Context: an optimization exercise on an open-source flow, tuned for small area. The choices shown serve that exercise and are no tape-out recipe. Only simulation tests tie the RTL to the original design; equivalence was not proved.

Setup of job 9343:
Design FullyConnectedLayer, start of the top module:
module FullyConnectedLayer #(
    parameter N = 8,              
    parameter M = 4               
) (
    input clk,                    
    input rst_n,                  
    input [N*8-1:0] input_data,      
    input [M*N*8-1:0] weights,       
    input [M*8-1:0] biases,          
    output reg [M*8-1:0] output_data   
);
  wire d1;
  wire d2;
  wire d3;
  wire p4;
  wire p5;
  wire h6;
  wire p7;
  wire h8;
  wire p9;
  wire h10;
  wire p11;
  wire h12;
  wire p13;
  wire h14;
  wire p15;
  wire h16;
  wire p17;
  wire h18;
  wire p19;
  wire p20;
  wire d21;
  wire d22;
  wire d23;
  wire p24;
  wire p25;
  wire h26;
  wire p27;
  wire h28;
  wire p29;
  wire h30;
  wire p31;
  wire h32;
  wire p33;
  wire h34;
  wire p35;
  wire h36;
  wire p37;
  wire h38;
  wire p39;
  wire p40;
  wire d41;
  wire d42;
  wire d43;
  wire p44;
  wire p45;
  wire h46;
  wire p47;
  wire h48;
  wire p49;
  wire h50;
  wire p51;
  wire h52;
  wire p53;
  wire h54;
  wire p55;
  wire h56;
  wire p57;
  wire h58;
  wire p59;
  wire p60;
  wire d61;
  wire d62;
  wire d63;
  wire p64;
  wire p65;
  wire h66;
  wire p67;
  wire h68;
  wire p69;
  wire h70;
  wire p71;
  wire h72;
  wire p73;
  wire h74;
  wire p75;
  wire h76;
  wire p77;
  wire h78;
  wire p79;
  wire p80;
  wire d81;
  wire d82;
  wire d83;
  wire p84;
  wire p85;
  wire h86;
  wire p87;
  wire h88;
  wire p89;
  wire h90;
  wire p91;
  wire h92;
  wire p93;
  wire h94;
  wire p95;
  wire h96;
  ...
clock: 12.0 ns
lec_check: 0
cap_margin: 20
core_margin: 2
core_utilization: 50
place_density: 0.7
slew_margin: 20
synth_hierarchical: 1
standard.sh (not shown) runs the stock make flow with config.mk's settings and CLKGATE_MAP_FILE= SYNTH_SCRIPT=/design/flow/synth_recipe.tcl, a recipe that flattens the netlist after the stock synthesis.
==> flow/flow/run.sh <==
#!/bin/bash
# Own layout flow: the standard flow (standard.sh), with two changes:
#  1. after the standard synthesis, combinational cells that synthesis mapped at a
#     higher drive strength are put back to the smallest drive strength of the
#     same function (the later timing repair sizes up whatever needs it);
#  2. the port buffers that placement adds use the smallest buffer cell.
set -euo pipefail
R=orfs/results/sky130hd/FullyConnectedLayer/base
PORTBUF="BUFFER_PORTS_ARGS=-buffer_cell sky130_fd_sc_hd__buf_1"
bash standard.sh "$PORTBUF" synth > flow_synth.log 2>&1
python3 flow/downsize.py $R/1_2_yosys.v > flow_downsize.log 2>&1
rm -f $R/1_synth.odb $R/1_synth.sdc
bash standard.sh "$PORTBUF" finish > flow_finish.log 2>&1
==> flow/flow/downsize.py <==
"""Rewrite a mapped sky130hd netlist in place: each combinational cell whose type has a
smaller drive strength of the same function (same pins) is changed to the smallest one.
Flip-flops, buffers, inverters, clock cells and tie cells are left alone."""
import re
import sys

path = sys.argv[1]
src = open(path).read()
SMALLEST = {
    'a21boi': '0', 'a21oi': '1', 'a21o': '1', 'a22oi': '1', 'a22o': '1', 'a211oi': '1',
    'a211o': '1', 'a31oi': '1', 'a31o': '1', 'a311oi': '1', 'a311o': '1', 'a41oi': '1',
    'and2': '0', 'and3': '1', 'and4': '1', 'nand2': '1', 'nand3': '1', 'nand4': '1',
    'nand2b': '1', 'nand3b': '1', 'nor2': '1', 'nor3': '1', 'nor4': '1', 'nor2b': '1',
    'nor3b': '1', 'nor4b': '1', 'o21ai': '0', 'o21a': '1', 'o21bai': '1', 'o211ai': '1',
    'o211a': '1', 'o22ai': '1', 'o22a': '1', 'o31ai': '1', 'o31a': '1', 'o311a': '1',
    'o311ai': '0', 'or2': '0', 'or3': '1', 'or4': '1', 'xor2': '1', 'xnor2': '1',
    'xnor3': '1', 'xor3': '1', 'mux2i': '1', 'mux2': '1', 'maj3': '1', 'fa': '1', 'ha': '1',
    'a2111oi': '0', 'a221oi': '1', 'a222oi': '1',
}
count = {}


def repl(m):
    base, size = m.group(1), m.group(2)
    if base in SMALLEST and size != SMALLEST[base]:
        count[m.group(0)] = count.get(m.group(0), 0) + 1
        return 'sky130_fd_sc_hd__%s_%s ' % (base, SMALLEST[base])
    return m.group(0)


out = re.sub(r'\bsky130_fd_sc_hd__([a-z0-9]+)_(\d+) ', repl, src)
open(path, 'w').write(out)
for k, v in sorted(count.items()):
    print(v, k)
No stage failed in job 9343, and the final checks on the layout all came back clean.
Here is what was changed in the inputs of job 6517 compared with job 9343.
# job 9343
export LEC_CHECK = 0
export CAP_MARGIN = 20
export CORE_MARGIN = 2
export CORE_UTILIZATION = 50
export PLACE_DENSITY = 0.7
export SLEW_MARGIN = 20
export SYNTH_HIERARCHICAL = 1
create_clock -name core_clock -period 12.0 [get_ports {clk}]
# job 6517
export LEC_CHECK = 0
export CAP_MARGIN = 20
export CORE_MARGIN = 2
export CORE_UTILIZATION = 55
export SLEW_MARGIN = 20
export SYNTH_HIERARCHICAL = 1
create_clock -name core_clock -period 12.0 [get_ports {clk}]
[summary]
- Job 6517 ran to completion and came out clean on the timing, design-rule and antenna checks.
- Taking job 9343 as the reference, in job 6517 time the final worst path needs with I/O delays and setup rose by 0.17 ns; final non-filler cell total fell by 2.4%; pin slew with the least headroom to its limit rose by 0.061 ns.
- Side by side, die area turned out lower in job 6517 than in job 9343.
- Between job 6517 and job 9343, it is job 6517 whose final hold slack is higher, by 0.0064 ns.
- When job 6517 is set beside job 9343, its total iterations of the first detailed-routing run turns out to be 2 larger.
- Between job 9343 and job 6517, the flip-flop and latch share of the layout cell area does not differ in any meaningful way.

-- re-timing with driven ports --
The results above use ideal ports. As a check the final layouts listed here were re-extracted and re-timed, cells and wires unchanged.
Step 1 sets driving cells, clkbuf_16 on the clock port and buf_2 on the other inputs (assumed; they add their load-dependent delay and slew).
Step 2 adds t to the input delays and takes it off the output delays; t is the mean of the earliest and latest rising clock arrival at the registers after step 1. Input paths then give back, and output paths get back, about the clock's delay inside the block.
Three values: no drivers, after step 1, after step 2; two values: the first two.
| run | shift t [ns] | setup WS [ns] | slew at the worst register clock pin (ns) | cell pins on the clock port's net |
|---|---|---|---|---|
| job 9343 | 0.412 | 0.465 / 0.501 / 0.089 | 0.06 / 0.06 | 1 |
| job 6517 | 0.422 | 0.291 / 0.321 / -0.101 | 0.07 / 0.07 | 1 |
With both steps, setup timing fails in job 6517, where it was met with ideal ports. For job 6517, which loses most, drivers alone change the setup slack by +0.030 ns; drivers and shift together by -0.392 ns.
